This is an optimization exercise on Yosys and OpenROAD, whose aim is a short achievable clock period and few clock cycles, not a production implementation. Where RTL was checked, it was by simulation tests only, not by an equivalence proof against the original. Only the layout flow was run in runs 1 and 3; the RTL was not checked for function there. Power and IR drop assume default switching activity.

## flow/design.v

```verilog
`timescale 1ns/1ps
module mux2 #(parameter WIDTH = 32) (
  input logic sel,
  input logic [WIDTH-1:0] in0,
  input logic [WIDTH-1:0] in1,
  output logic [WIDTH-1:0] out
);
  assign out = (sel == 1'b0) ? in0 : in1;
endmodule 
`timescale 1ns/1ps
module mux3 #(parameter WIDTH = 32) (
  input logic [1:0] sel,
  input logic [WIDTH-1:0] in0,
  input logic [WIDTH-1:0] in1,
  input logic [WIDTH-1:0] in2,
  output logic [WIDTH-1:0] out
);
  assign out = (sel == 2'b00) ? in0 :
               (sel == 2'b01) ? in1 : in2;
endmodule
`timescale 1ns/1ps
module ks_add #(parameter int W = 32) (
  input  logic [W-1:0] a,
  input  logic [W-1:0] b,
  input  logic         cin,
  output logic [W-1:0] s,
  output logic         cout
);
  localparam int L = $clog2(W);
  logic [W-1:0] p, g;
  logic [W-1:0] gl [0:L];
  logic [W-1:0] pl [0:L];
  always_comb begin
    p = a ^ b;
    g = a & b;
    gl[0] = g;
    pl[0] = p;
    gl[0][0] = g[0] | (p[0] & cin);
    for (int k = 0; k < L; k++) begin
      for (int i = 0; i < W; i++) begin
        if (i >= (1 << k)) begin
          gl[k+1][i] = gl[k][i] | (pl[k][i] & gl[k][i - (1 << k)]);
          pl[k+1][i] = pl[k][i] & pl[k][i - (1 << k)];
        end else begin
          gl[k+1][i] = gl[k][i];
          pl[k+1][i] = pl[k][i];
        end
      end
    end
    s[0] = p[0] ^ cin;
    for (int i = 1; i < W; i++) s[i] = p[i] ^ gl[L][i-1];
    cout = gl[L][W-1];
  end
endmodule
module branch_unit (  
  input  logic [31:0] val1,
  input  logic [31:0] val2,
  input  logic [2:0]  funct3,
  output logic        branch_taken
);
  always_comb begin
    case (funct3)
      3'b000: branch_taken = (val1 == val2);                    
      3'b001: branch_taken = (val1 != val2);                    
      3'b100: branch_taken = ($signed(val1) < $signed(val2));   
      3'b101: branch_taken = ($signed(val1) >= $signed(val2));  
      3'b110: branch_taken = (val1 < val2);                     
      3'b111: branch_taken = (val1 >= val2);                    
      default: branch_taken = 1'b0;
    endcase
  end
endmodule
`timescale 1ns/1ps
module controller (
  input logic [6:0] opcode,
  input logic [2:0] funct3,
  input logic [6:0] funct7,
  output logic       branch,
  output logic       mem_read,
  output logic       mem_write,
  output logic       reg_write,
  output logic [2:0] alu_src,     
  output logic [1:0] result_src,  
  output logic       jal,
  output logic       jalr,
  output logic [3:0] alu_op       
);
  always_comb begin
    case (opcode)
      7'b0110011: begin  
        branch     = 1'b0;
        mem_read   = 1'b0;
        alu_src    = 3'b000;
        mem_write  = 1'b0;
        result_src = 2'b00;
        reg_write  = 1'b1;
        jal        = 1'b0;
        jalr       = 1'b0;
      end
      7'b0010011: begin  
        branch     = 1'b0;
        mem_read   = 1'b0;
        alu_src    = 3'b001;
        mem_write  = 1'b0;
        result_src = 2'b00;
        reg_write  = 1'b1;
        jal        = 1'b0;
        jalr       = 1'b0;
      end
      7'b0000011: begin  
        branch     = 1'b0;
        mem_read   = 1'b1;
        alu_src    = 3'b001;
        mem_write  = 1'b0;
        result_src = 2'b01;
        reg_write  = 1'b1;
        jal        = 1'b0;
        jalr       = 1'b0;
      end
      7'b0100011: begin  
        branch     = 1'b0;
        mem_read   = 1'b0;
        alu_src    = 1'b1;
        mem_write  = 1'b1;
        result_src = 2'b00;
        reg_write  = 1'b0;
        jal        = 1'b0;
        jalr       = 1'b0;
      end
      7'b1100011: begin  
        branch     = 1'b1;
        mem_read   = 1'b0;
        alu_src    = 1'b0;
        mem_write  = 1'b0;
        result_src = 1'b0;
        reg_write  = 1'b0;
        jal        = 1'b0;
        jalr       = 1'b0;
      end
      7'b0110111: begin  
        branch     = 1'b0;
        mem_read   = 1'b0;
        alu_src    = 3'b101; 
        mem_write  = 1'b0;
        result_src = 2'b00; 
        reg_write  = 1'b1;
        jal        = 1'b0;
        jalr       = 1'b0;
      end
      7'b0010111: begin  
        branch     = 1'b0;
        mem_read   = 1'b0;
        alu_src    = 3'b011; 
        mem_write  = 1'b0;
        result_src = 2'b00; 
        reg_write  = 1'b1;
        jal        = 1'b0;
        jalr       = 1'b0;
      end
      7'b1101111: begin  
        branch     = 1'b0;
        mem_read   = 1'b0;
        alu_src    = 3'b000;
        mem_write  = 1'b0;
        result_src = 2'b10;
        reg_write  = 1'b1;
        jal        = 1'b1;
        jalr       = 1'b0;
      end
      7'b1100111: begin  
        branch     = 1'b0;
        mem_read   = 1'b0;
        alu_src    = 3'b001;
        mem_write  = 1'b0;
        result_src = 2'b10;
        reg_write  = 1'b1;
        jal        = 1'b0;
        jalr       = 1'b1;
      end
      default: begin
        branch     = 1'b0;
        mem_read   = 1'b0;
        alu_src    = 3'b000;
        mem_write  = 1'b0;
        result_src = 2'b00;
        reg_write  = 1'b0;
        jal        = 1'b0;
        jalr       = 1'b0;
      end
    endcase
  end
  always_comb begin
    alu_op = 4'b0000;  
    case (opcode)
      7'b0110011: begin  
        case ({funct7, funct3})
          10'b0000000_000: alu_op = 4'b0000;  
          10'b0100000_000: alu_op = 4'b0001;  
          10'b0000000_001: alu_op = 4'b0010;  
          10'b0000000_010: alu_op = 4'b0011;  
          10'b0000000_011: alu_op = 4'b1001;  
          10'b0000000_100: alu_op = 4'b0100;  
          10'b0000000_101: alu_op = 4'b0101;  
          10'b0100000_101: alu_op = 4'b0110;  
          10'b0000000_110: alu_op = 4'b0111;  
          10'b0000000_111: alu_op = 4'b1000;  
          default:         alu_op = 4'b0000;
        endcase
      end
      7'b0010011: begin  
        case (funct3)
          3'b000: alu_op = 4'b0000;                                    
          3'b010: alu_op = 4'b0011;                                    
          3'b011: alu_op = 4'b1001;                                    
          3'b100: alu_op = 4'b0100;                                    
          3'b110: alu_op = 4'b0111;                                    
          3'b111: alu_op = 4'b1000;                                    
          3'b001: alu_op = 4'b0010;                                    
          3'b101: alu_op = (funct7[5]) ? 4'b0110 : 4'b0101;            
          default: alu_op = 4'b0000;
        endcase
      end
      default: alu_op = 4'b0000;  
    endcase
  end
endmodule
`timescale 1ns/1ps
module instruction_decoder (
  input logic [31:0] instruction,
  output logic [6:0] opcode,
  output logic [4:0] rd,
  output logic [2:0] funct3,
  output logic [4:0] rs1,
  output logic [4:0] rs2,
  output logic [6:0] funct7
);
  assign opcode = instruction[6:0];
  assign rd     = instruction[11:7];
  assign funct3 = instruction[14:12];
  assign rs1    = instruction[19:15];
  assign rs2    = instruction[24:20];
  assign funct7 = instruction[31:25];
endmodule
`timescale 1ns/1ps
module program_counter (
  input  logic        clk,
  input  logic        reset,
  input  logic [31:0] pc_in,
  output logic [31:0] pc_out
);
  always_ff @(posedge clk) begin
    if (reset) pc_out <= 32'h00000000;
    else pc_out <= pc_in;
  end
endmodule
`timescale 1ns/1ps
module register_file (
  input logic         clk,
  input logic         reset,
  input logic         reg_write,
  input logic [4:0]   rs1,
  input logic [4:0]   rs2,
  input logic [4:0]   rd,
  input logic [31:0]  write_data,
  output logic [31:0] read_data1,
  output logic [31:0] read_data2
);
  logic [31:0] registers [31:0];
  assign read_data1 = registers[rs1];
  assign read_data2 = registers[rs2];
  always_ff @(posedge clk) begin
    if (reset) begin
      for (int i = 0; i < 32; i++) registers[i] <= 32'h0;
    end else if (reg_write && rd != 5'd0) begin
      registers[rd] <= write_data;
    end
  end
endmodule
`timescale 1ns/1ps
module sign_extender (
  input  logic [31:0] instruction,
  output logic [31:0] imm_ex
);
  always_comb begin
    case (instruction[6:0])
      7'b0010011,  
      7'b0000011,  
      7'b1100111:  
        imm_ex = {{20{instruction[31]}}, instruction[31:20]};
      7'b0100011:  
        imm_ex = {{20{instruction[31]}}, instruction[31:25], instruction[11:7]};
      7'b1100011:  
        imm_ex = {{19{instruction[31]}}, instruction[31], instruction[7], instruction[30:25], instruction[11:8], 1'b0};
      7'b0110111,  
      7'b0010111:  
        imm_ex = {instruction[31:12], 12'b0};
      7'b1101111:  
        imm_ex = {{11{instruction[31]}}, instruction[31], instruction[19:12], instruction[20], instruction[30:21], 1'b0};
      default:
        imm_ex = 32'h0;
    endcase
  end
endmodule
`timescale 1ns/1ps
module load_store_unit (
  input  logic        mem_write,
  input  logic        mem_read,
  input  logic [2:0]  width,
  input  logic [31:0] address,
  input  logic [31:0] write_data,
  input  logic [31:0] bus_rdata,
  output logic [31:0] bus_addr,
  output logic [31:0] bus_wdata,
  output logic [3:0]  bus_wstrb,
  output logic [31:0] read_data
);
  logic [7:0]  rd_byte;
  logic [15:0] rd_half;
  assign bus_addr = address;
  always_comb begin
    bus_wstrb = 4'b0000;
    bus_wdata = write_data;
    if (mem_write) begin
      case (width[1:0])
        2'b00: begin  
          bus_wstrb = 4'b0001 << address[1:0];
          bus_wdata = {4{write_data[7:0]}};
        end
        2'b01: begin  
          bus_wstrb = address[1] ? 4'b1100 : 4'b0011;
          bus_wdata = {2{write_data[15:0]}};
        end
        default: begin  
          bus_wstrb = 4'b1111;
          bus_wdata = write_data;
        end
      endcase
    end
  end
  always_comb begin
    case (address[1:0])
      2'b00:   rd_byte = bus_rdata[7:0];
      2'b01:   rd_byte = bus_rdata[15:8];
      2'b10:   rd_byte = bus_rdata[23:16];
      default: rd_byte = bus_rdata[31:24];
    endcase
  end
  assign rd_half = address[1] ? bus_rdata[31:16] : bus_rdata[15:0];
  always_comb begin
    if (!mem_read) read_data = 32'h00000000;
    else begin
      case (width)
        3'b000:  read_data = {{24{rd_byte[7]}}, rd_byte};   
        3'b001:  read_data = {{16{rd_half[15]}}, rd_half};  
        3'b100:  read_data = {24'h0, rd_byte};              
        3'b101:  read_data = {16'h0, rd_half};              
        default: read_data = bus_rdata;                     
      endcase
    end
  end
endmodule
`timescale 1ns/1ps
module cpu (
  input  logic        clk,
  input  logic        reset,
  output logic [31:0] imem_addr,
  input  logic [31:0] imem_rdata,
  output logic [31:0] dmem_addr,
  output logic [31:0] dmem_wdata,
  output logic [3:0]  dmem_wstrb,
  input  logic [31:0] dmem_rdata
);
  localparam int HI = 6;             
  localparam int HN = 1 << HI;
  logic [31:0] pc_f;
  logic        rst_r, rst_any;
  assign rst_any = reset | rst_r;
  logic        v_e, wr_e, ld_e, st_e, br_e, jalr_e, link_e, pred_e;
  logic [4:0]  rd_e;
  logic [2:0]  f3_e;
  logic [31:0] a_e, b_e, r2_e, imm_e, tgt_e, lnk_e;
  logic [HI-1:0] hidx_e;
  logic        op_add_e, op_sub_e, op_sll_e, op_slt_e, op_sltu_e, op_xor_e,
               op_srl_e, op_sra_e, op_or_e, op_and_e;
  logic        wr_m, ld_m;
  logic [4:0]  rd_m;
  logic [2:0]  f3_m;
  logic [31:0] res_m, addr_m, wdata_m;
  logic [3:0]  wstrb_m;
  logic [HN-1:0] bh_v, bh_t;
  logic          hu_v, hu_t;
  logic [HI-1:0] hu_idx;
  logic [31:0] rf [1:31];
  logic [31:1] zf;                   
  logic        ez_ok_e, jp_e, up_e;  
  logic [31:0] up_val_e;             
  logic        zres_m, zok_m;        
  logic [7:0]  m_byte;
  logic [15:0] m_half;
  logic [31:0] ld_val_m, m_val;
  always_comb begin
    case (addr_m[1:0])
      2'b00:   m_byte = dmem_rdata[7:0];
      2'b01:   m_byte = dmem_rdata[15:8];
      2'b10:   m_byte = dmem_rdata[23:16];
      default: m_byte = dmem_rdata[31:24];
    endcase
    m_half = addr_m[1] ? dmem_rdata[31:16] : dmem_rdata[15:0];
    case (f3_m)
      3'b000:  ld_val_m = {{24{m_byte[7]}}, m_byte};
      3'b001:  ld_val_m = {{16{m_half[15]}}, m_half};
      3'b100:  ld_val_m = {24'h0, m_byte};
      3'b101:  ld_val_m = {16'h0, m_half};
      default: ld_val_m = dmem_rdata;
    endcase
  end
  assign m_val = ld_m ? ld_val_m : res_m;
  logic [3:0] lz;
  logic       ld_zero_m;
  always_comb begin
    for (int k = 0; k < 4; k++) lz[k] = (dmem_rdata[8*k +: 8] == 8'h0);
    case (f3_m[1:0])
      2'b00:   ld_zero_m = lz[addr_m[1:0]];
      2'b01:   ld_zero_m = addr_m[1] ? (lz[2] & lz[3]) : (lz[0] & lz[1]);
      default: ld_zero_m = &lz;
    endcase
  end
  always_ff @(posedge clk) rst_r <= reset;
  always_ff @(posedge clk) begin
    if (rst_r) begin
      for (int i = 1; i < 32; i++) rf[i] <= 32'h0;
    end else if (wr_m) begin
      rf[rd_m] <= m_val;
    end
  end
  always_ff @(posedge clk) begin
    if (rst_r) zf <= '1;
    else if (wr_m) zf[rd_m] <= ld_m ? ld_zero_m : (res_m == 32'h0);
  end
  logic [31:0] bx_e, sum_e, sll_e, srl_e, sra_e, alu_e, agu_e;
  logic        c_e, slt_e, sltu_e, eq_e, lt_e, ltu_e, taken_e, redir_e, sub_e;
  logic [31:0] redir_pc_e;
  assign sub_e  = op_sub_e | op_slt_e | op_sltu_e;
  assign bx_e   = b_e ^ {32{sub_e}};
  ks_add #(32) u_sum (.a(a_e), .b(bx_e), .cin(sub_e), .s(sum_e), .cout(c_e));
  assign slt_e  = (a_e[31] ^ b_e[31]) ? a_e[31] : sum_e[31];
  assign sltu_e = ~c_e;
  assign sll_e  = a_e << b_e[4:0];
  assign srl_e  = a_e >> b_e[4:0];
  assign sra_e  = $signed(a_e) >>> b_e[4:0];
  assign alu_e = ({32{op_add_e | op_sub_e}} & sum_e)
               | ({32{op_slt_e}}  & {31'h0, slt_e})
               | ({32{op_sltu_e}} & {31'h0, sltu_e})
               | ({32{op_xor_e}}  & (a_e ^ b_e))
               | ({32{op_or_e}}   & (a_e | b_e))
               | ({32{op_and_e}}  & (a_e & b_e))
               | ({32{op_sll_e}}  & sll_e)
               | ({32{op_srl_e}}  & srl_e)
               | ({32{op_sra_e}}  & sra_e)
               | ({32{link_e}}    & lnk_e);
  logic agu_c;
  ks_add #(32) u_agu (.a(a_e), .b(imm_e), .cin(1'b0), .s(agu_e), .cout(agu_c));
  logic [31:0] ax_e, ao_e;
  logic        addz_e, ezero_e;
  assign ax_e   = a_e ^ bx_e;
  assign ao_e   = a_e | bx_e;
  assign addz_e = (ax_e[0] == sub_e) && (ax_e[31:1] == ao_e[30:0]);
  assign ezero_e = ((op_add_e | op_sub_e) & addz_e)
                 | (op_xor_e & (a_e == b_e))
                 | (op_or_e  & ((a_e | b_e) == 32'h0))
                 | (op_and_e & ((a_e & b_e) == 32'h0))
                 | (link_e   & (lnk_e == 32'h0));
  logic [31:0] jh_e, jc_e;
  logic        jok_e;
  always_comb begin
    jh_e = a_e ^ imm_e ^ tgt_e;
    jc_e[0] = 1'b0;
    jc_e[1] = a_e[0] & imm_e[0];
    for (int i = 2; i < 32; i++)
      jc_e[i] = (a_e[i-1] & imm_e[i-1]) | (a_e[i-1] & jh_e[i-1]) | (imm_e[i-1] & jh_e[i-1]);
  end
  assign jok_e = (jh_e[31:1] == jc_e[31:1]);
  assign eq_e  = (a_e == r2_e);
  assign lt_e  = $signed(a_e) < $signed(r2_e);
  assign ltu_e = a_e < r2_e;
  always_comb begin
    case (f3_e)
      3'b000:  taken_e = eq_e;
      3'b001:  taken_e = ~eq_e;
      3'b100:  taken_e = lt_e;
      3'b101:  taken_e = ~lt_e;
      3'b110:  taken_e = ltu_e;
      3'b111:  taken_e = ~ltu_e;
      default: taken_e = 1'b0;
    endcase
  end
  assign redir_e    = v_e & ((br_e & (taken_e ^ pred_e)) | (jalr_e & !(jp_e & jok_e)));
  assign redir_pc_e = jalr_e ? {agu_e[31:1], 1'b0} : pred_e ? lnk_e : tgt_e;
  logic [31:0] ins;
  logic [6:0]  opc;
  logic [4:0]  rs1, rs2, rd;
  logic [2:0]  f3;
  logic        is_lui, is_auipc, is_jal, is_jalr, is_br, is_ld, is_st, is_opi, is_op;
  logic        use1, use2, wr_d;
  logic [31:0] imm_i, imm_s, imm_b, imm_u, imm_j;
  logic [31:0] rf1, rf2;
  logic        fe1, fe2, stall, pred_t;
  logic [HI-1:0] hidx;
  logic [31:0] pc4, br_tgt, jal_tgt;
  assign ins = imem_rdata;
  assign opc = ins[6:0];
  assign rd  = ins[11:7];
  assign f3  = ins[14:12];
  assign rs1 = ins[19:15];
  assign rs2 = ins[24:20];
  assign is_lui   = opc == 7'b0110111;
  assign is_auipc = opc == 7'b0010111;
  assign is_jal   = opc == 7'b1101111;
  assign is_jalr  = opc == 7'b1100111;
  assign is_br    = opc == 7'b1100011;
  assign is_ld    = opc == 7'b0000011;
  assign is_st    = opc == 7'b0100011;
  assign is_opi   = opc == 7'b0010011;
  assign is_op    = opc == 7'b0110011;
  assign use1 = (is_jalr | is_br | is_ld | is_st | is_opi | is_op) & (rs1 != 5'd0);
  assign use2 = (is_br | is_st | is_op) & (rs2 != 5'd0);
  assign wr_d = (is_lui | is_auipc | is_jal | is_jalr | is_ld | is_opi | is_op) & (rd != 5'd0);
  assign imm_i = {{20{ins[31]}}, ins[31:20]};
  assign imm_s = {{20{ins[31]}}, ins[31:25], ins[11:7]};
  assign imm_b = {{19{ins[31]}}, ins[31], ins[7], ins[30:25], ins[11:8], 1'b0};
  assign imm_u = {ins[31:12], 12'b0};
  assign imm_j = {{11{ins[31]}}, ins[31], ins[19:12], ins[20], ins[30:21], 1'b0};
  assign rf1 = (rs1 == 5'd0) ? 32'h0 : rf[rs1];
  assign rf2 = (rs2 == 5'd0) ? 32'h0 : rf[rs2];
  assign fe1 = v_e && wr_e && rd_e == rs1;
  assign fe2 = v_e && wr_e && rd_e == rs2;
  logic fm1, fm2;
  assign fm1 = wr_m && rd_m == rs1;
  assign fm2 = wr_m && rd_m == rs2;
  assign stall = v_e && ld_e && wr_e &&
                 ((use1 && rd_e == rs1) || (use2 && rd_e == rs2));
  logic        sa_e, sa_m, sa_pc, sa_rf, sb_e, sb_m, sb_imm, sb_rf, s2_e, s2_m, s2_rf;
  logic [31:0] imm_b_sel, a_next, b_next, r2_next;
  assign sa_e  = fe1 && use1;
  assign sa_pc = is_auipc;
  assign sa_m  = !sa_e && !is_lui && !is_auipc && fm1;
  assign sa_rf = !sa_e && !is_lui && !is_auipc && !fm1;
  assign sb_imm = !(is_op || is_br);
  assign sb_e  = !sb_imm && fe2;
  assign sb_m  = !sb_imm && !fe2 && fm2;
  assign sb_rf = !sb_imm && !fe2 && !fm2;
  assign s2_e  = fe2;
  assign s2_m  = !fe2 && fm2;
  assign s2_rf = !fe2 && !fm2;
  assign imm_b_sel = (is_lui || is_auipc) ? imm_u : is_st ? imm_s : imm_i;
  assign a_next  = ({32{sa_e}} & alu_e) | ({32{sa_m}} & m_val) | ({32{sa_pc}} & pc_f) | ({32{sa_rf}} & rf1);
  assign b_next  = ({32{sb_e}} & alu_e) | ({32{sb_m}} & m_val) | ({32{sb_imm}} & imm_b_sel) | ({32{sb_rf}} & rf2);
  assign r2_next = ({32{s2_e}} & alu_e) | ({32{s2_m}} & m_val) | ({32{s2_rf}} & rf2);
  logic [31:0] zn, okn;
  always_comb begin
    zn  = {zf, 1'b1};
    okn = '1;
    for (int i = 1; i < 32; i++) begin
      if (v_e && wr_e && rd_e == 5'(i)) begin
        zn[i]  = ezero_e;
        okn[i] = ez_ok_e;
      end else if (wr_m && rd_m == 5'(i)) begin
        zn[i]  = zres_m;
        okn[i] = zok_m;
      end
    end
  end
  logic        z1, z2, ok1, ok2, same, early, early_t, hist_t, jfol;
  logic [31:0] jtgt;
  assign z1   = zn[rs1];
  assign z2   = zn[rs2];
  assign ok1  = okn[rs1];
  assign ok2  = okn[rs2];
  assign same = rs1 == rs2;
  assign early = is_br && f3[2:1] == 2'b00 &&
                 (same || (rs2 == 5'd0 && ok1) || (rs1 == 5'd0 && ok2));
  assign early_t = f3[0] ^ (same || (rs2 == 5'd0 ? z1 : z2));
  assign hidx    = pc_f[HI+1:2];
  assign hist_t  = bh_v[hidx] ? bh_t[hidx] : ins[31];
  assign pred_t  = early ? early_t : hist_t;
  assign jfol = is_jalr && fe1 && up_e;
  logic [13:0] bt_lo;
  logic [21:0] jt_lo;
  logic [12:0] rt_lo;
  logic [31:13] pc_hi_p, pc_hi_m;
  logic [31:21] pc_hj_p, pc_hj_m;
  logic [31:12] up_hi_p, up_hi_m;
  logic [4:0] inc_c;
  ks_add #(19) u_bp (.a(pc_f[31:13]),     .b('0), .cin(1'b1), .s(pc_hi_p), .cout(inc_c[0]));
  ks_add #(19) u_bm (.a(pc_f[31:13]),     .b('1), .cin(1'b0), .s(pc_hi_m), .cout(inc_c[1]));
  ks_add #(11) u_jp (.a(pc_f[31:21]),     .b('0), .cin(1'b1), .s(pc_hj_p), .cout(inc_c[2]));
  ks_add #(11) u_jm (.a(pc_f[31:21]),     .b('1), .cin(1'b0), .s(pc_hj_m), .cout(inc_c[3]));
  ks_add #(20) u_up (.a(up_val_e[31:12]), .b('0), .cin(1'b1), .s(up_hi_p), .cout(inc_c[4]));
  logic up_mc;
  ks_add #(20) u_um (.a(up_val_e[31:12]), .b('1), .cin(1'b0), .s(up_hi_m), .cout(up_mc));
  ks_add #(13) u_bt (.a(pc_f[12:0]), .b(imm_b[12:0]), .cin(1'b0), .s(bt_lo[12:0]), .cout(bt_lo[13]));
  ks_add #(21) u_jt (.a(pc_f[20:0]), .b(imm_j[20:0]), .cin(1'b0), .s(jt_lo[20:0]), .cout(jt_lo[21]));
  ks_add #(12) u_rt (.a(up_val_e[11:0]), .b(imm_i[11:0]), .cin(1'b0), .s(rt_lo[11:0]), .cout(rt_lo[12]));
  assign br_tgt  = {(bt_lo[13] == imm_b[12]) ? pc_f[31:13] : bt_lo[13] ? pc_hi_p : pc_hi_m, bt_lo[12:0]};
  assign jal_tgt = {(jt_lo[21] == imm_j[20]) ? pc_f[31:21] : jt_lo[21] ? pc_hj_p : pc_hj_m, jt_lo[20:0]};
  assign jtgt    = {(rt_lo[12] == imm_i[11]) ? up_val_e[31:12] : rt_lo[12] ? up_hi_p : up_hi_m, rt_lo[11:1], 1'b0};
  assign pc4     = pc_f + 32'd4;
  logic        take, n_redir, n_hold, n_tgt, n_seq;
  logic [31:0] tgt, pc_next;
  assign take    = is_jal || (is_br && pred_t) || jfol;
  assign tgt     = ins[3] ? jal_tgt : ins[2] ? jtgt : br_tgt;
  assign n_redir = redir_e;
  assign n_hold  = !redir_e && stall;
  assign n_tgt   = !redir_e && !stall && take;
  assign n_seq   = !redir_e && !stall && !take;
  assign pc_next = ({32{n_redir}} & redir_pc_e) | ({32{n_hold}} & pc_f) |
                   ({32{n_tgt}} & tgt) | ({32{n_seq}} & pc4);
  always_ff @(posedge clk) begin
    if (rst_any) pc_f <= 32'h0;
    else         pc_f <= pc_next;
    v_e <= !rst_any && !redir_e && !stall;
    if (reset) begin
      wr_m    <= 1'b0;
      wstrb_m <= 4'h0;
    end else begin
      wr_m <= v_e && wr_e;
      if (v_e && st_e) begin
        case (f3_e[1:0])
          2'b00:   wstrb_m <= 4'b0001 << agu_e[1:0];
          2'b01:   wstrb_m <= agu_e[1] ? 4'b1100 : 4'b0011;
          default: wstrb_m <= 4'b1111;
        endcase
      end else begin
        wstrb_m <= 4'h0;
      end
    end
    if (reset) hu_v <= 1'b0;
    else       hu_v <= v_e && br_e;
    if (rst_r) begin
      bh_v <= '0;
    end else if (hu_v) begin
      bh_v[hu_idx] <= 1'b1;
      bh_t[hu_idx] <= hu_t;
    end
  end
  always_ff @(posedge clk) begin
    hu_idx <= hidx_e;
    hu_t   <= taken_e;
    rd_e     <= rd;
    wr_e     <= wr_d;
    ld_e     <= is_ld;
    st_e     <= is_st;
    br_e     <= is_br;
    jalr_e   <= is_jalr;
    link_e   <= is_jal | is_jalr;
    pred_e   <= pred_t;
    hidx_e   <= hidx;
    f3_e     <= f3;
    a_e      <= a_next;
    b_e      <= b_next;
    r2_e     <= r2_next;
    imm_e    <= is_st ? imm_s : imm_i;
    tgt_e    <= is_jalr ? jtgt : br_tgt;
    jp_e     <= jfol;
    up_e     <= is_lui | is_auipc;
    up_val_e <= is_lui ? imm_u : pc_f + imm_u;
    ez_ok_e  <= is_lui | is_auipc | is_jal | is_jalr | is_ld | is_st |
                ((is_op | is_opi) & (f3 == 3'b000 | f3 == 3'b100 | f3 == 3'b110 | f3 == 3'b111));
    lnk_e    <= pc4;
    op_add_e  <= is_lui | is_auipc | is_ld | is_st | ((is_op | is_opi) & f3 == 3'b000 & !(is_op & ins[30]));
    op_sub_e  <= is_op & f3 == 3'b000 & ins[30];
    op_sll_e  <= (is_op | is_opi) & f3 == 3'b001;
    op_slt_e  <= (is_op | is_opi) & f3 == 3'b010;
    op_sltu_e <= (is_op | is_opi) & f3 == 3'b011;
    op_xor_e  <= (is_op | is_opi) & f3 == 3'b100;
    op_srl_e  <= (is_op | is_opi) & f3 == 3'b101 & !ins[30];
    op_sra_e  <= (is_op | is_opi) & f3 == 3'b101 & ins[30];
    op_or_e   <= (is_op | is_opi) & f3 == 3'b110;
    op_and_e  <= (is_op | is_opi) & f3 == 3'b111;
    rd_m    <= rd_e;
    ld_m    <= ld_e;
    f3_m    <= f3_e;
    res_m   <= alu_e;
    zres_m  <= ezero_e;
    zok_m   <= ez_ok_e && !ld_e;
    addr_m  <= agu_e;
    case (f3_e[1:0])
      2'b00:   wdata_m <= {4{r2_e[7:0]}};
      2'b01:   wdata_m <= {2{r2_e[15:0]}};
      default: wdata_m <= r2_e;
    endcase
  end
  assign imem_addr  = pc_f;
  assign dmem_addr  = addr_m;
  assign dmem_wdata = wdata_m;
  assign dmem_wstrb = wstrb_m;
endmodule
```

## flow/standard.sh

```bash
#!/bin/bash
# synth_recipe.tcl (not shown) runs the flow's synth.tcl, then flattens the netlist and writes it again
# the make line also repeats each setting of config.mk as NAME=value (left out here)
make -C /OpenROAD-flow-scripts/flow DESIGN_CONFIG=/design/flow/config.mk WORK_HOME=/design/flow/orfs CLKGATE_MAP_FILE= SYNTH_SCRIPT=/design/flow/synth_recipe.tcl "${@:-finish}"
```

## flow/flow/run.sh

```bash
#!/bin/bash
# Standard layout, with timing repair aimed well below the 12 ns constraint:
# the repair steps treat any path with less than SETUP_SLACK_MARGIN ns of slack
# as failing, so they size and buffer the design for a shorter period.
set -euo pipefail
bash standard.sh SETUP_SLACK_MARGIN=8.5 finish > standard.log 2>&1
```

## flow/constraint.sdc

```tcl
create_clock -name core_clock -period 12.0 [get_ports {clk}]
set_input_delay 2.4000 -clock core_clock [delete_from_list [all_inputs] [get_ports {clk}]]
set_output_delay 2.4000 -clock core_clock [all_outputs]
set_load 0.01 [all_outputs]
```

## flow/config.mk

```make
export PLATFORM = sky130hd
export DESIGN_NAME = cpu
export DESIGN_NICKNAME = cpu
export VERILOG_FILES = /design/flow/design.v
export SDC_FILE = /design/flow/constraint.sdc
export NUM_CORES = 4
export LEC_CHECK = 0
export ABC_CLOCK_PERIOD_IN_PS = 2500
export CAP_MARGIN = 20
export CORE_MARGIN = 2
export CORE_UTILIZATION = 40
export SLEW_MARGIN = 20
export TNS_END_PERCENT = 5
```

==> results.txt, run 1 <==
Counting distinct cell types in the post-synthesis netlist gives slightly below 100. Traced cell by cell, the critical path runs through nor3_4 > buf_6 > buf_12 > xnor2_2 > inv_1 > ha_4 > xnor2_2 > nor4_4 > nand4_1 > or3_4 > and2_4 > a31oi_1 > or3b_1 > o31a_4 > a21o_1 > a211oi_4 > buf_12 > buf_12 > a211oi_2 > a21o_1 > a221o_1. The number of cells on the worst reg-to-reg path is 21. The maximum vdd ir drop is 124 uV. Input and output buffers added on the ports amount to 165.

The library cell with the highest instance count after synthesis is nor2_1. The clock skew came out at 85.6 ps. The relative slew slack came out at around 17%. The overall routed net length came out at approximately 430000 microns. The number of vias in the routed layout came out at 78.3k. The dominant register cell in the synthesized netlist is edfxtp_1. The synthesized design contains 1575 register bits.

The total global routing track utilization came out at 35.3%. The post-detailed-route count of antenna-violating nets came out at 0. The count of buffering cells on the critical path with inverters included came out at 5. TritonCTS created 174 clock buffers. The H-tree generated during clock tree synthesis spans 4 levels.

The family with the most delay on the worst path is compound AO/OA/AOI/OAI gates. The power per cell area is ~130 nW/um^2. The slew at the pin closest to its max-slew limit came out at around 1200 ps.

The row count came out at 177. The flow ran to the end and the layout has no timing, DRC or antenna violations. In the final routed layout, each cell accounts on average for ~36 microns. The number of nets in the synthesized netlist came out at 8782. By count the netlist is led by 1413 x nor2_1, 1088 x edfxtp_1, 684 x mux4_2. Summed over all cells, the static leakage comes to 0.0409 uW. Sequential elements use 45.6% of the synthesized area. The total area inside the core boundary comes to 232000 sq um. The buffer depth of the longest clock path is 3.

The clock-pin slew reported for the worst setup and hold paths after clock tree synthesis came out at 60 ps. The peak clock frequency supported by timing came out at 202 MHz. The critical path starts at op_slt_e. The fraction of registers with async set/reset is 0%. For this design, the slowest cell found on the critical path is o31a_4. The number of clock sinks seen by CTS came out at 1575.

Ranked by total cell area, the synthesized netlist is headed by edfxtp_1 35%, mux4_2 17%, dfxtp_1 10%. The number of cells on the worst hold path came out at 0. The post-synthesis cell area is 93100 sq um. The initial antenna violation count is 34. The data arrival at the endpoint of the critical path came out at 5750 ps.

The setup slack after layout is a little over 7000 ps. The cell count after synthesis came out at between 8k and 9k. The largest net degree at the start of global routing is 84.

Routability-driven placement finished with a final weighted congestion of 1.02. The tree is rooted in a clkbuf_16. On the worst path, the slowest cell contributes a delay of between 400 and 500 ps. Prior to clock tree synthesis, the placed netlist has a worst setup slack of 4210 ps.

The worst setup path is captured at a flip-flop. Measured along the x axis, the die boundary spans roughly 490 microns. The max-slew violation count came out at 0.

The share of the synthesized area in the top cell type is 35.1%. The count of unresolved DRC violations after routing is 0. The initial core utilization came out at 40.1%. The share of post-route cells with drive strength above 1 came out at 25.0%.

In this run the number of cells on the critical path is 21. The path class of the tightest hold or removal check is reg2reg. The overflow left after global routing came out at 0. For the final routed database, the setup TNS stands at 0 ps. The global-route wire length before repair came out at around 600000 microns.

STA puts the critical path data required time at approximately 13000 ps. The worst register-to-register path begins at op_slt_e. The count of endpoints failing setup in the final report came out at 0. The critical path startpoint category is a flip-flop. The HPWL after detailed placement came out at 272000 microns. The final-stage net count came out at 9019. The I/O pin count came out at 166. Relative to the synthesized area, the layout overhead comes to 20.8%.

The hold violation count in the final report is 0. The number of detailed-routing iterations run before antenna repair came out at 8. The die extent in y came out at 486 microns. Along the worst path, the maximum fanout reaches 8. The via count of the first global-routing pass came out at 75.0k.

The type of the worst setup path is reg2reg. The clock insertion delay at the later pin of the skew report came out at 900 ps. The most common cell type on the critical path is buf_12.

The max capacitance violation total came out at 0. TritonCTS built the clock tree. The number of synthesis warnings came out at 22. The die area is 237000 sq um.

After detailed routing, the number of vias per cell comes to 6.60. Of the available clock period, the critical path in the final layout requires 41.3%. The detailed router's first-iteration violation count is between 10k and 15k. The beginning of the worst hold path is hidx_e[5]. edfxtp_1 takes more of the synthesized area than any other cell. The minimum period implied by the final worst setup slack is ~5000 ps. The number of flops mapped to enable cells by yosys came out at 1088. Setup repair after global routing could not meet its margin everywhere. The post-synthesis average cell area came out at 11.0 sq um.
-- cell families (layout without fill, tap and decap cells) --
logic type                 Yosys count  in the layout  synth area share [%]
and+or+nand+nor                   2693           2696                  12.7
DFF                               1575           1575                  45.6
AOI/OAI and AO/OA                 1537           1540                  10.6
buffers and inverters             1053           1428                  4.32
muxes                              966            966                  19.7
xor gates and xnor gates           312            312                  2.94
adders and majority gates          290            290                  4.19
other                                0             16                     0
-- sequential cells by signal (all words and copies together) (netlist names), 6 cells and up --
name      cells
rf         1024
bh_t         64
bh_v         64
a_e          32
addr_m       32
b_e          32
lnk_e        32
pc_f         32
r2_e         32
res_m        32
tgt_e        32
up_val_e     32
wdata_m      32
zf           31
imm_e        12
hidx_e        6
hu_idx        6
-- repair_timing --
item                                    in CTS  in global routing
hold buffers                                 0                  0
buffers inserted                           166                 96
cloned                                      61                  5
pin swaps                                  128                116
resized for setup                          640                283
endpoints found under the setup margin    1404               1357
-- cells in the final DEF, fill, tap and decap left out, drive strengths merged, types with 82 or more instances in the layout --
| master | netlist | layout |
|---|---|---|
| mux2 | 83 | 83 |
| clkdlybuf4s50 | 0 | 99 |
| mux2i | 199 | 199 |
| edfxtp | 1088 | 1088 |
| mux4 | 684 | 684 |
| ha | 254 | 254 |
| buf | 150 | 580 |
| o21ai | 458 | 458 |
| o22ai | 101 | 101 |
| nor2 | 1413 | 1413 |
| a21oi | 341 | 344 |
| nand3 | 131 | 131 |
| nor3 | 87 | 87 |
| clkbuf | 555 | 219 |
| nand2 | 561 | 563 |
| dfxtp | 487 | 487 |
| nor4 | 87 | 87 |
| xor2 | 124 | 124 |
| xnor2 | 188 | 188 |
| clkinv | 5 | 82 |
| inv | 343 | 353 |
-- worst reg2reg max path, cell delays in order, from the launching register on --
cell	delay (ps)
dfxtp_4	360
nor3_4	220
buf_6	170
buf_12	190
xnor2_2	210
inv_1	130
ha_4	280
xnor2_2	320
nor4_4	60
nand4_1	100
or3_4	300
and2_4	260
a31oi_1	90
or3b_1	410
o31a_4	420
a21o_1	240
a211oi_4	280
buf_12	180
buf_12	130
a211oi_2	50
a21o_1	170
a221o_1	280
-- final cells by class --
cell class,instances,area (sq um)
fill,20362,119000
tap,3043,3810
clock inverter,108,1210
clock buffer,212,4610
antenna,16,40.0
sequential,1575,42500
inverter,348,1310
multi-input combinational,5804,50200
timing repair buffer,760,8850
-- path summary, 6_finish.rpt --
check                                  to  slack, ps
worst min-delay path            hu_idx[5]        320
worst min register to register  hu_idx[5]        320
worst max-delay path             pc_f[27]       7040
worst max register to register   pc_f[27]       7040
-- per-layer routing --
layer	vias up	wire length (microns)	global-route usage, %
li1	31927	-	-
met1	39573	155000	44.3
met2	5485	194000	55.1
met3	1321	45900	7.69
met4	24	33900	23.1
met5	-	142	0
-- report_power, final --
| group | leakage, uW | internal, uW | total (uW) | switching, uW |
|---|---|---|---|---|
| logic | 0.0229 | 1280 | 3250 | 1970 |
| registers | 0.0151 | 6030 | 6230 | 204 |
| clock network | 0.00283 | 3110 | 5530 | 2420 |
| total | 0.0409 | 10400 | 15000 | 4590 |
-- metrics by stage --
step                util, %  hold slack, ps  cells  cell area, sq um  total power [uW]
floorplan                 -             310   8426             93800              7870
global placement       42.5             311  11199             98400              9030
detailed placement     42.5             315  11199             98500              9050
CTS                    47.5             322  11746            110000             14800
global route           48.5             322  11852            112000             15400
finish                 48.5             315  11866            112000             15000
==> run 2: changes to the inputs <==
--- a/flow/design.v
+++ b/flow/design.v
@@ -26,7 +26,7 @@
   output logic [W-1:0] s,
   output logic         cout
 );
-  localparam int L = $clog2(W);
+  localparam int L = 5;              
   logic [W-1:0] p, g;
   logic [W-1:0] gl [0:L];
   logic [W-1:0] pl [0:L];
==> results.txt, run 2 <==
The relative slew slack came out at between 10% and 20%. The run finished with no timing, DRC or antenna violations. The library cell with the highest instance count after synthesis is nor2_1. The total global routing track utilization is 35.3%.

Sorting the synthesized cells by area gives the leading types as edfxtp_1 35%, mux4_2 17%, dfxtp_1 10%. The mapped netlist covers ~93000 sq um. After detailed routing, the number of remaining DRC violations is 0. The count of buffers inserted at the top-level ports came out at 165.

Entering global routing, the biggest net connects 84 pins. The floorplan step set the die height to 486 microns. Counting I/O delays and the setup requirement, the final critical path takes 4960 ps.

The power per cell area came out at roughly 130 nW/um^2. The die width came out at 486 microns. The max-slew violation count came out at 0.

CTS built an H-tree with a depth of 4. The number of synthesis warnings is 22. In this run the clock root is driven by a clkbuf_16.

The initial antenna violation count is 34. The signal on the critical path passes through nor3_4 > buf_6 > buf_12 > xnor2_2 > inv_1 > ha_4 > xnor2_2 > nor4_4 > nand4_1 > or3_4 > and2_4 > a31oi_1 > or3b_1 > o31a_4 > a21o_1 > a211oi_4 > buf_12 > buf_12 > a211oi_2 > a21o_1 > a221o_1. Summed over all layers, the global routing overflow is 0.

The share of post-route cells with drive strength above 1 came out at between 20% and 30%. The post-detailed-route count of antenna-violating nets is 0. The number of vias in the routed layout came out at 78.3k. The synthesized netlist contains 97 unique library cells.

The share of the synthesized area in the top cell type came out at a little over a third. The clock-pin slew reported for the worst setup and hold paths after clock tree synthesis came out at 60 ps. The final-stage net count came out at 9019.

The I/O pin count is between 150 and 200. On the critical path, the stage with the largest delay is an instance of o31a_4. The hold violation count in the final report came out at 0.

Synthesis handed over a netlist of 8426 instances. The max capacitance violation total came out at 0. The library cell used most frequently in the layout, excluding fill and tap cells, is nor2_1. The commonest cells after synthesis are 1413 x nor2_1, 1088 x edfxtp_1, 684 x mux4_2. The net switching component of the power came out at 4590 uW. The largest registers in the layout are rf x1024, bh_t x64, bh_v x64. Once the floorplan was initialized, standard cells occupied 40.1% of the core.

After floorplanning, the core was sized to cover 232000 sq um. The final-layout setup total negative slack came out at 0 ps. The signed area change from the synthesized netlist to the final layout came out at 20.8%.

The critical path startpoint category is a flip-flop. The data arrival at the endpoint of the critical path is ~5800 ps. At the worst endpoint, the required time is 12790 ps. The register with the most flip-flops in the layout has 1024 of them.

The floorplan has 177 rows. After the flow finishes, the layout carries non-filler instances totaling 11.9k. The total non-filler cell area in the finished layout is ~110000 sq um. The via count of the first global-routing pass is 75.0k.

The capturing element type of the critical path is a flip-flop. The cell area reported after detailed placement is between 90000 and 100000 sq um. The share of the clock period used by the worst path after layout came out at 41.3%.

In this design, the critical path's most frequently occurring cell is buf_12. The die area came out at 237000 sq um. The mean number of vias per cell is approximately 6.6. The number of cells after detailed placement came out at 11.2k.

The synthesized design spends more area on one cell type than any other, namely edfxtp_1. In this run the worst path has a maximum fanout of 8. The maximum vdd ir drop came out at 124 uV. The number of clock buffers added by TritonCTS is 174.

The clock insertion delay at the later pin of the skew report is 900 ps. The share of total power in combinational logic is a little over a fifth. The biggest cell delay along the critical path came out at 420 ps. The count of buffering cells on the critical path with inverters included came out at 5.

Setup repair after global routing could not meet its margin everywhere. The fraction of registers with async set/reset is 0%. The number of nets in the synthesized netlist is about 8.8k. The slew at the pin closest to its max-slew limit is ~1200 ps.

The synthesized design contains 1088 enable-type register cells. Of the total power, registers draw 41.5%. The share of power burned in the clock network came out at between 30% and 40%. The family with the most delay on the worst path is compound AO/OA/AOI/OAI gates. The number of clock sinks seen by CTS came out at 1575. The buffer depth of the longest clock path is 3. The wire length per cell after detailed routing came out at between 30 and 40 microns. TritonCTS built the clock tree.

The peak clock frequency supported by timing is 202 MHz. In the layout the commonest cells are 1394 x nor2_1, 1088 x edfxtp_1, 684 x mux4_2. The register with the most flip-flops in the final layout is rf.

The core occupancy in the finished layout is 48.5%. The overall routed net length came out at 429000 microns. The HPWL after detailed placement came out at 272000 microns.

The weighted congestion at the end of routability-driven global placement came out at 1.02. The register bit total from synthesis is around 1.6k. Summed over all cells, the static leakage comes to 0.0409 uW. The post-synthesis average cell area came out at 11.0 sq um.

Clock skew on the completed layout was measured at 85.6 ps. The global-route wire length before repair came out at 589000 microns. The total power consumption of the routed design came out at 15000 uW.

Setup violations remaining at the end of the flow were counted as 0. By startpoint and endpoint, the worst setup path is classified as reg2reg. The switching part of the total came out at 30.6%. In the synthesized netlist the dominant register cell turns out to be edfxtp_1. The path class of the tightest hold or removal check is reg2reg.

The fraction of the yosys area taken by sequential cells came out at 45.6%. The detailed router's first-iteration violation count came out at 11.2k. The internal power consumption came out at 10400 uW. The number of detailed-routing iterations run before antenna repair is 8.
-- run 2: final cells by class --
| type | count | area, sq um |
|---|---|---|
| multi-input combinational | 5804 | 50200 |
| antenna | 16 | 40.0 |
| fill | 20362 | 119000 |
| sequential | 1575 | 42500 |
| timing repair buffer | 760 | 8850 |
| tap | 3043 | 3810 |
| clock buffer | 212 | 4610 |
| inverter | 348 | 1310 |
| clock inverter | 108 | 1210 |
-- run 2: kinds of logic after synthesis --
kind of cell | Yosys count | synth area share [%]
AOI/OAI and AO/OA | 1537 | 10.6
and+or+nand+nor | 2693 | 12.7
adders and majority gates | 290 | 4.19
DFF | 1575 | 45.6
muxes | 966 | 19.7
buffers and inverters | 1053 | 4.32
xor gates and xnor gates | 312 | 2.94
-- run 2: power groups by stage --
stage	combinational (uW)	clock, uW	sequential (uW)
global placement	2710	0	6330
global route	3350	5750	6250
floorplan	1580	0	6290
detailed placement	2710	0	6340
finish	3250	5530	6230
CTS	3040	5550	6220
-- run 2: path summary, 6_finish.rpt --
path / slack [ps] / start / depth (start not counted) / to
worst min register to register: 320 / hidx_e[5] / 0 / hu_idx[5]
worst max register to register: 7040 / op_slt_e / 21 / pc_f[27]
worst min-delay path: 320 / hidx_e[5] / 0 / hu_idx[5]
worst max-delay path: 7040 / op_slt_e / 21 / pc_f[27]
-- run 2: repair_timing --
item	4_1_cts	5_1_grt
endpoints found under the setup margin	1404	1357
hold buffers	0	0
gates cloned	61	5
gates resized for setup	640	283
setup buffers	166	96
pin swaps	128	116
-- run 2: stage by stage --
step                hold WS (ps)  setup slack, ps
floorplan                    310             6530
global placement             311             4250
detailed placement           315             4210
CTS                          322             7130
global route                 322             6960
finish                       315             7040
-- run 2: per-layer routing --
layer | GRT usage, % | wire length [microns]
met1 | 44.3 | 155000
met2 | 55.1 | 194000
met3 | 7.69 | 45900
met4 | 23.1 | 33900
met5 | 0 | 142
Testbench counts of run 2, summed over its fixed seeds: cycles 52,919.
==> run 3: changes to the inputs <==
--- a/flow/design.v
+++ b/flow/design.v
@@ -461,13 +461,14 @@
   logic agu_c;
   ks_add #(32) u_agu (.a(a_e), .b(imm_e), .cin(1'b0), .s(agu_e), .cout(agu_c));
   logic [31:0] ax_e, ao_e;
-  logic        addz_e, ezero_e;
-  assign ax_e   = a_e ^ bx_e;
-  assign ao_e   = a_e | bx_e;
-  assign addz_e = (ax_e[0] == sub_e) && (ax_e[31:1] == ao_e[30:0]);
-  assign ezero_e = ((op_add_e | op_sub_e) & addz_e)
-                 | (op_xor_e & (a_e == b_e))
-                 | (op_or_e  & ((a_e | b_e) == 32'h0))
+  logic        addz_e, eqz_e, ezero_e;
+  assign ax_e   = a_e ^ b_e;
+  assign ao_e   = a_e | b_e;
+  assign addz_e = !ax_e[0] && (ax_e[31:1] == ao_e[30:0]);
+  assign eqz_e  = (ax_e == 32'h0);
+  assign ezero_e = (op_add_e & addz_e)
+                 | ((op_sub_e | op_xor_e) & eqz_e)
+                 | (op_or_e  & (ao_e == 32'h0))
                  | (op_and_e & ((a_e & b_e) == 32'h0))
                  | (link_e   & (lnk_e == 32'h0));
   logic [31:0] jh_e, jc_e;
@@ -561,25 +562,24 @@
     zn  = {zf, 1'b1};
     okn = '1;
     for (int i = 1; i < 32; i++) begin
-      if (v_e && wr_e && rd_e == 5'(i)) begin
-        zn[i]  = ezero_e;
-        okn[i] = ez_ok_e;
-      end else if (wr_m && rd_m == 5'(i)) begin
+      if (wr_m && rd_m == 5'(i)) begin
         zn[i]  = zres_m;
         okn[i] = zok_m;
       end
     end
   end
-  logic        z1, z2, ok1, ok2, same, early, early_t, hist_t, jfol;
+  logic        zx, okx, same, anyz, early, early_t, hist_t, jfol;
+  logic [4:0]  rsx;
   logic [31:0] jtgt;
-  assign z1   = zn[rs1];
-  assign z2   = zn[rs2];
-  assign ok1  = okn[rs1];
-  assign ok2  = okn[rs2];
+  assign rsx  = rs1 | rs2;
+  logic fex;
+  assign fex  = v_e && wr_e && rd_e == rsx;
+  assign zx   = fex ? ezero_e : zn[rsx];
+  assign okx  = fex ? ez_ok_e : okn[rsx];
   assign same = rs1 == rs2;
-  assign early = is_br && f3[2:1] == 2'b00 &&
-                 (same || (rs2 == 5'd0 && ok1) || (rs1 == 5'd0 && ok2));
-  assign early_t = f3[0] ^ (same || (rs2 == 5'd0 ? z1 : z2));
+  assign anyz = (rs1 == 5'd0) || (rs2 == 5'd0);
+  assign early = is_br && f3[2:1] == 2'b00 && (same || (anyz && okx));
+  assign early_t = f3[0] ^ (same || zx);
   assign hidx    = pc_f[HI+1:2];
   assign hist_t  = bh_v[hidx] ? bh_t[hidx] : ins[31];
   assign pred_t  = early ? early_t : hist_t;
==> flow/flow/run.sh (replaced) <==
#!/bin/bash
# Standard layout, with timing repair aimed well below the 12 ns constraint:
# the repair steps treat any path with less than SETUP_SLACK_MARGIN ns of slack
# as failing, so they size and buffer the design for a shorter period.
set -euo pipefail
bash standard.sh SETUP_SLACK_MARGIN=7.6 finish > standard.log 2>&1
--- a/flow/config.mk
+++ b/flow/config.mk
@@ -10,4 +10,4 @@
 export CORE_MARGIN = 2
 export CORE_UTILIZATION = 40
 export SLEW_MARGIN = 20
-export TNS_END_PERCENT = 5
+export TNS_END_PERCENT = 100
==> results.txt, run 3 <==
STA classifies the critical path endpoint as a flip-flop. The clock passes through at most 3 buffers. The tool flagged a number of max-cap violations equal to 0. The run finished with no timing, DRC or antenna violations.

Sorting the synthesized cells by how often they occur yields 1401 x nor2_1, 1088 x edfxtp_1, 705 x mux4_2. The via count of the first global-routing pass came out at 72.7k. The largest net degree at the start of global routing came out at 76. By startpoint and endpoint, the worst setup path is classified as in2reg. The minimum period implied by the final worst setup slack is 4980 ps.

The row count came out at between 150 and 200. The count of unresolved DRC violations after routing came out at 0. The detailed router placed 75.3k vias in this run.

Once the floorplan was initialized, standard cells occupied roughly two fifths of the core. The global-route wire length before repair is roughly 560000 microns. In the post-synthesis netlist, the biggest area contributors are edfxtp_1 36%, mux4_2 17%, dfxtp_1 11%.

The share of the synthesized area in the top cell type is 35.9%. The initial antenna violation count is 28. edfxtp_1 takes more of the synthesized area than any other cell. The fraction of the yosys area taken by sequential cells is ~47%.

Total power for the finished layout comes to 14600 uW. Leaving out fill and tap cells, the most frequent cell in the layout is nor2_1. Setup total negative slack on the finished layout was measured at 0 ps. The root cell of the clock tree is clkbuf_16.

The clock arrives with around 89 ps of skew. The clock-pin slew reported for the worst setup and hold paths after clock tree synthesis is approximately 60 ps. The share of post-route cells with drive strength above 1 is 24.4%. The final-stage net count came out at between 8k and 9k. The die area is 231000 sq um. Counting the buffers created by CTS gives 170.

The power per cell area came out at 133 nW/um^2. The register bit total from synthesis is 1575. In the layout the commonest cells are 1389 x nor2_1, 1088 x edfxtp_1, 705 x mux4_2.

The number of levels the H-tree was split into came out at 4. After synthesis, the share of flip-flops with an asynchronous set or reset is 0%. The register with the most flip-flops in the layout has 1024 of them.

The die width is 481 microns. The clock tree from TritonCTS is yes. The number of cells on the worst hold path is 0. The dominant register cell in the synthesized netlist is edfxtp_1.

The post-synthesis cell count came out at 8108. IR analysis of the VDD net gives a maximum drop of 168 uV. The count of hold buffers inserted by post-cts repair is 0. The weighted congestion at the end of routability-driven global placement came out at around 1.0.

The number of distinct library cell variants in the gate-level netlist after synthesis came out at 92. Once detailed placement completed, the half-perimeter wirelength came to 254000 microns. The overflow left after global routing came out at 0. The clock insertion delay at the later pin of the skew report came out at 910 ps.

The number of cells on the worst reg-to-reg path came out at 17. Measured against its own limit, the worst slew margin works out to between 10% and 20%. The total global routing track utilization is approximately a third. The post-detailed-route count of antenna-violating nets is 0.

The I/O pin count is 166. The number of flops mapped to enable cells by yosys is 1088. The die extent in y is 481 microns. The post-synthesis cell area is 91000 sq um. After the first detailed-routing iteration, the DRC count stood at approximately 12k. The hold violation count in the final report was 0. In the final layout, the registers with the most flip-flops are rf x1024, bh_t x64, bh_v x64. When the netlist entered floorplanning its net count stood at around 8.4k. The share of the clock period used by the worst path after layout came out at 41.5%. The number of synthesis warnings is 22.

Data on the critical path is required at its endpoint by 12710 ps. STA classifies the critical path startpoint as an input pin. The signed area change from the synthesized netlist to the final layout is 20.2%. The mean number of vias per cell came out at 6.57. The worst hold path belongs to the class reg2reg. The count of buffers inserted at the top-level ports came out at 165. The post-synthesis average cell area came out at between 10 and 15 sq um. OpenSTA, run right after detailed placement, puts the worst setup slack at 3770 ps. Based on the critical path, the design can be clocked at up to 201 MHz. The max-slew violation count is 0. The floorplan core area came out at 227000 sq um.

The standby leakage power came out at 0.0390 uW. The count of endpoints failing setup in the final report is 0. The number of detailed-routing iterations run before antenna repair came out at 9.

STA puts the critical path data arrival time at 5690 ps. The tree built by TritonCTS fans out to 1575 sinks. The register containing the most flip-flops in the final layout is rf. The wire length per cell after detailed routing came out at 35.7 microns. The library cell with the highest instance count after synthesis is nor2_1.

The routed design has 409000 microns of wire. The setup slack after layout came out at between 7000 and 8000 ps. In this run the worst path has a maximum fanout of 8. The slew at the pin closest to its max-slew limit came out at 1220 ps.

Setup repair after global routing could not meet its margin everywhere.
-- run 3: changes by cell type after synthesis, sizes merged, moves of 23 or more --
cell,previous run,this run
mux2,83,33
a211oi,75,45
o21ai,458,409
clkbuf,555,532
nor2b,61,34
a222oi,26,0
mux2i,199,158
xnor2,188,159
ha,254,229
inv,343,308
xor2,124,149
-- run 3: path summary, 6_finish.rpt --
| path | startpoint | endpoint | slack (ps) |
|---|---|---|---|
| setup / recovery | imem_rdata[20] | pc_f[7] | 7020 |
| hold / removal | hidx_e[5] | hu_idx[5] | 330 |
| setup reg to reg | b_e[4] | pc_f[7] | 7160 |
| hold reg to reg | hidx_e[5] | hu_idx[5] | 330 |
-- run 3: kinds of logic after synthesis --
logic type	Yosys count	synth area share (%)
simple gates	2604	12.4
flops	1575	46.6
compound gates	1476	10.3
buf+inv	984	4.11
mux	896	19.6
xor+xnor	308	2.97
fa+ha+maj	265	3.94
-- run 3: final cells by class --
type,count,area [sq um]
clock buffers,209,4500
well taps,3009,3760
fillers,20067,117000
diodes,9,22.5
inverters,316,1260
clock inverters,101,1240
repair buffers,690,8130
flip-flops and latches,1575,42500
repair inverters,2,17.5
multi-input cells,5554,47900
-- run 3: what timing repair did --
| action | 4_1_cts | 5_1_grt |
|---|---|---|
| gates resized for setup | 578 | 188 |
| cloned | 49 | 13 |
| endpoints found under the setup margin | 874 | 368 |
| setup buffers | 159 | 57 |
| pin swaps | 113 | 67 |
-- run 3: per-stage QoR --
step | std cells | utilization [%] | hold slack [ps] | cell area, sq um
3_3_place_gp | 10864 | 42.8 | 310 | 96900
2_1_floorplan | 8108 | - | 310 | 92200
3_5_place_dp | 10865 | 42.8 | 314 | 96900
6_report | 11465 | 48.2 | 327 | 109000
4_1_cts | 11383 | 47.5 | 326 | 108000
5_1_grt | 11458 | 48.2 | 327 | 109000
-- run 3: per-layer routing --
metal	vias up	track usage [%]	wire length, microns
met4	20	26.2	37300
met5	-	0.0207	131
met1	37624	41.4	141000
li1	30675	-	-
met3	1454	9.87	47800
met2	5554	52.7	183000
-- run 3: worst max-delay path, cell delays in order --
cell	delay [ps]
buf_16	130
inv_8	70
ha_4	230
buf_8	170
mux4_2	530
nand3b_1	120
nand2_2	70
a31oi_4	180
o2111ai_4	180
buf_4	190
nor4_2	250
a211o_4	210
buf_4	140
nor4_4	30
buf_4	180
clkbuf_16	170
a221oi_1	300
o22ai_1	120
-- run 3: report_power, final --
group	leakage (uW)	internal (uW)	switching [uW]
logic	0.0212	1130	1790
clock network	0.00278	3070	2390
registers	0.0151	6030	189
total	0.0390	10200	4370

-- what the ideal ports hide --
No port has a modelled driver above. Below, the same layouts with a new extraction and two added sets of constraints. Step 1 assumes that a clkbuf_16 drives the clock port and a buf_2 every other input. Step 2, shift: input delay + t, output delay - t, t = (earliest + latest rising clock arrival at the registers) / 2. This alone moves slack from input paths to output paths. Three values: no drivers, after step 1, after step 2; two values: the first two.
| run | t, ns | setup slack, ns | worst hold slack (ns) |
|---|---|---|---|
| run 1 | 0.947 | 7.038 / 6.733 / 5.786 | 0.315 / 0.315 / 0.315 |
| run 2 | 0.947 | 7.038 / 6.733 / 5.786 | 0.315 / 0.315 / 0.315 |
| run 3 | 0.955 | 7.018 / 6.957 / 6.002 | 0.327 / 0.327 / 0.327 |
After both steps every run listed still meets setup and hold.
